From an optimization exercise on the open Yosys and OpenROAD flow, aimed at small area; shortcuts taken in it are not production practice. Where RTL was checked, it was by simulation tests only, not by an equivalence proof against the original. Power is estimated from default activity; no workload was simulated.

alpha:
==> module moving_average_v5, before the edit <==
module moving_average_v5 (
    input wire clk,
    input wire rst_n,
    input wire enable,
    input wire data_refresh,
    input wire output_refresh_mode,
    input wire signed [15:0] din,
    input wire [2:0] mode,
    output reg signed [15:0] dout,
    output reg output_pulse
);
reg [27:4] acc;
reg [15:0] h0, h1, h2, h3;
reg [3:0] cnt;
reg init_flag;
wire upd  = enable & data_refresh;
wire load = ~init_flag & (cnt == 4'd0);
reg [23:0] x, y;
always @* begin
    if (!upd)
        x = 24'b0;
    else if (init_flag)
        x = {{8{din[15]}}, din};
    else if (load)
        x = {din, 8'b0};
    else
        x = {{4{din[15]}}, din, 4'b0};
    y = (upd & init_flag) ? ~{{8{h3[15]}}, h3} : 24'b0;
end
wire cin_a = upd & init_flag;
wire [23:0] xs = acc ^ x ^ y;
wire [23:0] xc = (acc & x) | (acc & y) | (x & y);
wire [23:0] acc_next;
ma5_add #(.W(24), .F(4), .B(4)) u_acc_add (
    .a(xs), .b({xc[22:0], cin_a}), .cin(1'b0), .s(acc_next)
);
wire m1 = (mode == 3'b001);
wire m2 = (mode == 3'b010);
wire m3 = (mode == 3'b011);
wire [15:0] q = ({16{m1}} & ~h2) | ({16{m2}} & h1) | ({16{m3}} & acc[27:12]);
wire [15:0] t1s = h0 ^ h1 ^ h2;
wire [15:0] t1c = (h0 & h1) | (h0 & h2) | (h1 & h2);
wire [15:0] t1cs = {t1c[14:0], 1'b0};
wire [15:0] t2s = t1s ^ t1cs ^ q;
wire [15:0] t2c = (t1s & t1cs) | (t1s & q) | (t1cs & q);
wire [15:0] w;
ma5_add #(.W(16), .F(4), .B(4)) u_out_add (
    .a(t2s), .b({t2c[14:0], m1}), .cin(1'b0), .s(w)
);
reg [15:0] dnext;
always @* begin
    case (mode)
        3'b001:         dnext = {w[15], w[15:1]};
        3'b010, 3'b011: dnext = {{2{w[15]}}, w[15:2]};
        3'b100, 3'b101: dnext = acc[27:12];
        default:        dnext = din;
    endcase
end
reg pnext;
always @* begin
    case (mode)
        3'b001:  pnext = cnt[0];
        3'b010:  pnext = (cnt[1:0] == 2'b10);
        3'b011:  pnext = (cnt[1:0] == 2'b11);
        3'b100:  pnext = (cnt == 4'b0111);
        3'b101:  pnext = (cnt == 4'b1111);
        default: pnext = 1'b1;
    endcase
end
always @(posedge clk or negedge rst_n) begin
    if (!rst_n) begin
        acc <= 24'b0;
    end else begin
        acc <= acc_next;
    end
end
always @(posedge clk or negedge rst_n) begin
    if (!rst_n) begin
        h0 <= 16'b0; h1 <= 16'b0; h2 <= 16'b0;
        cnt <= 4'b0;
        init_flag <= 1'b0;
        dout <= 16'b0;
        output_pulse <= 1'b0;
    end else if (enable) begin
        if (data_refresh) begin
            h0 <= din; h1 <= h0; h2 <= h1;
            if (!init_flag) begin
                cnt <= cnt + 4'd1;
                if (cnt == 4'd15) init_flag <= 1'b1;
            end
        end
        output_pulse <= data_refresh & (output_refresh_mode | pnext);
        dout <= dnext;
    end
end
always @(posedge clk) begin
    if (enable & data_refresh) h3 <= h2;
end
endmodule
export LEC_CHECK = 0
export ABC_AREA = 1
export CAP_MARGIN = 20
export CORE_MARGIN = 2
export CORE_UTILIZATION = 60
export CTS_BUF_LIST = sky130_fd_sc_hd__clkbuf_8
export SLEW_MARGIN = 20
create_clock -name core_clock -period 6.0 [get_ports {clk}]
standard.sh (not shown) runs the stock make flow with config.mk's settings and CLKGATE_MAP_FILE= SYNTH_SCRIPT=/design/flow/synth_recipe.tcl, a recipe that flattens the netlist after the stock synthesis.
==> flow/flow/run.sh <==
#!/bin/bash
# The standard layout with an area pass after its standard synthesis:
#  * each port gets the smallest buffer (buf_1);
#  * clock tree synthesis inserts no dummy loads;
#  * the synthesized netlist is improved without touching its registers:
#    fa_polarity.py picks each full adder's polarity (a full adder is
#    self-dual) to drop inverters, and abc re-maps the remaining logic for
#    area (reabc.ys), three times over; the result replaces 1_2_yosys.v and the
#    standard flow continues from there. Timing is then repaired by the flow.
set -euo pipefail
export BUFFER_PORTS_ARGS="-buffer_cell sky130_fd_sc_hd__buf_1"
export CTS_ARGS="-sink_clustering_enable -repair_clock_nets -buf_list sky130_fd_sc_hd__clkbuf_8 -dont_use_dummy_load"
R=orfs/results/sky130hd/moving_average_v5/base
L=orfs/logs/sky130hd/moving_average_v5/base
LIB=$FLOW_HOME/platforms/sky130hd/lib/sky130_fd_sc_hd__tt_025C_1v80.lib
bash standard.sh synth > synth.log 2>&1
cp $R/1_2_yosys.v yosys_standard.v
DONTUSE=$(grep -o -- "-dont_use [^ ]*" $L/1_2_yosys.log | sort -u | tr '\n' ' ')
cur=yosys_standard.v
for i in 1 2 3; do
  python3 flow/fa_polarity.py $cur pol$i.v >> fa_polarity.log 2>&1
  sed -e "s#@LIB@#$LIB#g" -e "s#@IN@#pol$i.v#" -e "s#@OUT@#abc$i.v#" \
      -e "s#@SCRIPT@#flow/amap.script#" -e "s#@TOP@#$FLOW_TOP#" \
      -e "s#@DONTUSE@#$DONTUSE#" flow/reabc.ys > reabc$i.ys
  yosys -l reabc$i.log reabc$i.ys > /dev/null
  cur=abc$i.v
done
python3 flow/fa_polarity.py $cur yosys_final.v >> fa_polarity.log 2>&1
cp yosys_final.v $R/1_2_yosys.v
rm -f $R/1_synth.odb
bash standard.sh > standard.log 2>&1
Other scripts of this flow, unchanged in this note and not shown: flow/flow/amap.script, flow/flow/fa_polarity.py, flow/flow/reabc.ys
Inputs modified between alpha and beta:
--- a/flow/design.v
+++ b/flow/design.v
@@ -58,13 +58,13 @@
     y = (upd & init_flag) ? ~{{8{h3[15]}}, h3} : 24'b0;
 end
 wire cin_a = upd & init_flag;
 wire [23:0] xs = acc ^ x ^ y;
 wire [23:0] xc = (acc & x) | (acc & y) | (x & y);
 wire [23:0] acc_next;
-ma5_add #(.W(24), .F(4), .B(4)) u_acc_add (
+ma5_add #(.W(24), .F(5), .B(5)) u_acc_add (
     .a(xs), .b({xc[22:0], cin_a}), .cin(1'b0), .s(acc_next)
 );
 wire m1 = (mode == 3'b001);
 wire m2 = (mode == 3'b010);
 wire m3 = (mode == 3'b011);
 wire [15:0] q = ({16{m1}} & ~h2) | ({16{m2}} & h1) | ({16{m3}} & acc[27:12]);
==> comparison <==
- Compare beta and alpha | non-clock buffer count higher: beta
- Compared with alpha, in beta ratio of total power to cell area up about 1.2%, post-synthesis to final-layout area growth up 0.37 points, sequential fraction of total cell area flat.
- The launching element of the worst setup path comes out mode[1] in one run and mode[0] in the other, namely in alpha and beta respectively.
- Compared beta vs alpha, and total power consumption of the routed design is up in beta.
- Compared to alpha, beta was floorplanned on a smaller die.
- Going from alpha to beta, final worst slack moved down, clock network contribution to total cell area neither gained nor lost much, met2 demand-to-capacity share in global routing lost 2.2 points, number of non-clock inverters dropped 5.
- beta vs alpha on transition time at the pin with the least slew margin: beta is the lower one.
- beta — total net switching power about 1.9% higher, alpha as reference
- Between beta and alpha, it is beta whose average wire per cell in the routed design is lower, by 2.6%.
No run of this note included a check of the RTL's function; only the layout flow was run.

* * *

Another version of the RTL of moving_average_v5 (not shown whole).
For scale: about 660 cells after synthesis, about 0.0070 mm^2 of cells after synthesis.
==> module moving_average_v5, before the edit <==
module moving_average_v5 (
    input wire clk,
    input wire rst_n,
    input wire enable,
    input wire data_refresh,
    input wire output_refresh_mode,
    input wire signed [15:0] din,
    input wire [2:0] mode,
    output reg signed [15:0] dout,
    output reg output_pulse
);
reg [27:4] acc;
reg [15:0] h0, h1, h2, h3;
reg [3:0] cnt;
reg init_flag;
wire upd  = enable & data_refresh;
wire load = ~init_flag & (cnt == 4'd0);
reg [23:0] x, y;
always @* begin
    if (!upd)
        x = 24'b0;
    else if (init_flag)
        x = {{8{din[15]}}, din};
    else if (load)
        x = {din, 8'b0};
    else
        x = {{4{din[15]}}, din, 4'b0};
    y = (upd & init_flag) ? ~{{8{h3[15]}}, h3} : 24'b0;
end
wire cin_a = upd & init_flag;
wire [23:0] xs = acc ^ x ^ y;
wire [23:0] xc = (acc & x) | (acc & y) | (x & y);
wire [23:0] acc_next;
ma5_add #(.W(24), .F(4), .B(5)) u_acc_add (
    .a(xs), .b({xc[22:0], cin_a}), .cin(1'b0), .s(acc_next)
);
wire m1 = (mode == 3'b001);
wire m2 = (mode == 3'b010);
wire m3 = (mode == 3'b011);
wire [15:0] q = ({16{m1}} & ~h2) | ({16{m2}} & h1) | ({16{m3}} & acc[27:12]);
wire [15:0] t1s = h0 ^ h1 ^ h2;
wire [15:0] t1c = (h0 & h1) | (h0 & h2) | (h1 & h2);
wire [15:0] t1cs = {t1c[14:0], 1'b0};
wire [15:0] t2s = t1s ^ t1cs ^ q;
wire [15:0] t2c = (t1s & t1cs) | (t1s & q) | (t1cs & q);
wire [15:0] w;
ma5_add #(.W(16), .F(4), .B(4)) u_out_add (
    .a(t2s), .b({t2c[14:0], m1}), .cin(1'b0), .s(w)
);
reg [15:0] dnext;
always @* begin
    case (mode)
        3'b001:         dnext = {w[15], w[15:1]};
        3'b010, 3'b011: dnext = {{2{w[15]}}, w[15:2]};
        3'b100, 3'b101: dnext = acc[27:12];
        default:        dnext = din;
    endcase
end
reg pnext;
always @* begin
    case (mode)
        3'b001:  pnext = cnt[0];
        3'b010:  pnext = (cnt[1:0] == 2'b10);
        3'b011:  pnext = (cnt[1:0] == 2'b11);
        3'b100:  pnext = (cnt == 4'b0111);
        3'b101:  pnext = (cnt == 4'b1111);
        default: pnext = 1'b1;
    endcase
end
always @(posedge clk or negedge rst_n) begin
    if (!rst_n) begin
        acc <= 24'b0;
    end else begin
        acc <= acc_next;
    end
end
always @(posedge clk or negedge rst_n) begin
    if (!rst_n) begin
        h0 <= 16'b0; h1 <= 16'b0; h2 <= 16'b0;
        cnt <= 4'b0;
        init_flag <= 1'b0;
        dout <= 16'b0;
        output_pulse <= 1'b0;
    end else if (enable) begin
        if (data_refresh) begin
            h0 <= din; h1 <= h0; h2 <= h1;
            if (!init_flag) begin
                cnt <= cnt + 4'd1;
                if (cnt == 4'd15) init_flag <= 1'b1;
            end
        end
        output_pulse <= data_refresh & (output_refresh_mode | pnext);
        dout <= dnext;
    end
end
always @(posedge clk) begin
    if (enable & data_refresh) h3 <= h2;
end
endmodule
==> flow/config.mk <==
export PLATFORM = sky130hd
export DESIGN_NAME = moving_average_v5
export DESIGN_NICKNAME = moving_average_v5
export VERILOG_FILES = /design/flow/design.v
export SDC_FILE = /design/flow/constraint.sdc
export NUM_CORES = 4
export LEC_CHECK = 0
export ABC_AREA = 1
export CAP_MARGIN = 20
export CORE_MARGIN = 2
export CORE_UTILIZATION = 60
export CTS_BUF_LIST = sky130_fd_sc_hd__clkbuf_8
export SLEW_MARGIN = 20
==> flow/constraint.sdc <==
create_clock -name core_clock -period 6.0 [get_ports {clk}]
set_input_delay 1.2000 -clock core_clock [delete_from_list [all_inputs] [get_ports {clk}]]
set_output_delay 1.2000 -clock core_clock [all_outputs]
set_load 0.01 [all_outputs]
==> flow/flow/run.sh <==
#!/bin/bash
# The standard layout with an area pass after its standard synthesis:
#  * each port gets the smallest buffer (buf_1);
#  * clock tree synthesis inserts no dummy loads;
#  * the synthesized netlist is improved without touching its registers:
#    fa_polarity.py picks each full adder's polarity (a full adder is
#    self-dual) to drop inverters, and abc re-maps the remaining logic for
#    area (reabc.ys), three times over, keeping the smallest; the result replaces 1_2_yosys.v and the
#    standard flow continues from there. Timing is then repaired by the flow.
set -euo pipefail
export BUFFER_PORTS_ARGS="-buffer_cell sky130_fd_sc_hd__buf_1"
export CTS_ARGS="-sink_clustering_enable -repair_clock_nets -buf_list sky130_fd_sc_hd__clkbuf_8 -dont_use_dummy_load"
R=orfs/results/sky130hd/moving_average_v5/base
L=orfs/logs/sky130hd/moving_average_v5/base
LIB=$FLOW_HOME/platforms/sky130hd/lib/sky130_fd_sc_hd__tt_025C_1v80.lib
bash standard.sh synth > synth.log 2>&1
cp $R/1_2_yosys.v yosys_standard.v
DONTUSE=$(grep -o -- "-dont_use [^ ]*" $L/1_2_yosys.log | sort -u | tr '\n' ' ')
cur=yosys_standard.v
best=""
best_area=""
for i in 1 2 3; do
  python3 flow/fa_polarity.py $cur pol$i.v >> fa_polarity.log 2>&1
  sed -e "s#@LIB@#$LIB#g" -e "s#@IN@#pol$i.v#" -e "s#@OUT@#abc$i.v#" \
      -e "s#@SCRIPT@#flow/amap.script#" -e "s#@TOP@#$FLOW_TOP#" \
      -e "s#@DONTUSE@#$DONTUSE#" flow/reabc.ys > reabc$i.ys
  yosys -l reabc$i.log reabc$i.ys > /dev/null
  area=$(grep "Chip area" reabc$i.log | tail -1 | awk '{print $NF}')
  if [[ -z "$best" ]] || awk "BEGIN{exit !($area < $best_area)}"; then
    best=abc$i.v
    best_area=$area
  fi
  cur=abc$i.v
done
echo "kept $best ($best_area um2)" >> fa_polarity.log
python3 flow/fa_polarity.py $best yosys_final.v >> fa_polarity.log 2>&1
cp yosys_final.v $R/1_2_yosys.v
rm -f $R/1_synth.odb
bash standard.sh > standard.log 2>&1
Other scripts of this flow, unchanged in this note and not shown: flow/flow/amap.script, flow/flow/fa_polarity.py, flow/flow/reabc.ys
Then changed:
--- a/flow/design.v
+++ b/flow/design.v
@@ -43,9 +43,10 @@
 reg [15:0] h0, h1, h2, h3;
 reg [3:0] cnt;
 reg init_flag;
 wire upd  = enable & data_refresh;
-wire load = ~init_flag & (cnt == 4'd0);
+reg seen;              
+wire load = ~seen;
 reg [23:0] x, y;
 always @* begin
     if (!upd)
         x = 24'b0;
@@ -108,13 +109,15 @@
     if (!rst_n) begin
         h0 <= 16'b0; h1 <= 16'b0; h2 <= 16'b0;
         cnt <= 4'b0;
         init_flag <= 1'b0;
+        seen <= 1'b0;
         dout <= 16'b0;
         output_pulse <= 1'b0;
     end else if (enable) begin
         if (data_refresh) begin
             h0 <= din; h1 <= h0; h2 <= h1;
+            seen <= 1'b1;
             if (!init_flag) begin
                 cnt <= cnt + 4'd1;
                 if (cnt == 4'd15) init_flag <= 1'b1;
             end
What happened: The new run completed without violations; critical path depth grows by 1; synthesized cell count falls by 2.4%; setup slack is worse by 110 ps; clock power hardly moves; final cell count falls by 1.9%; cell area is about the same; sequential share of layout area rises by 0.28 points; clock skew increases by 4.4 ps; clock-buffer cell count is unchanged; power goes down by 2.6%.
For the second run of this note, only the layout was checked, not whether the RTL still works.

==> port drivers added, routing unchanged <==
In the flow no input, the clock included, has a driving cell. The finished layouts below were timed again as built, in two steps.
Step 1 (the two cells are an assumption about what drives the block):
set clk [get_ports {clk}]
set_driving_cell -lib_cell sky130_fd_sc_hd__clkbuf_16 $clk
set_driving_cell -lib_cell sky130_fd_sc_hd__buf_2 [delete_from_list [all_inputs] $clk]
Step 2 also shifts input and output timing later by t, the mid clock arrival at the registers, as if the neighbouring blocks saw the same clock.
a / b / c = no drivers / after step 1 / after step 2; a / b = the first two.
run	t, ns	slack for setup (ns)	worst setup path after step 2
alpha	0.416	0.553 / 0.568 / 0.152	input to register
beta	0.421	0.343 / 0.358 / -0.064	input to register
the first run of note 2	0.425	0.445 / 0.462 / 0.037	input to register
the second run of note 2	0.422	0.338 / 0.355 / -0.067	input to register
Met with ideal ports but missed after step 2: setup timing in beta and the second run of note 2. The setup slack of the first run of note 2, which loses most, moves by +0.017 ns with the drivers and by -0.408 ns with both steps.
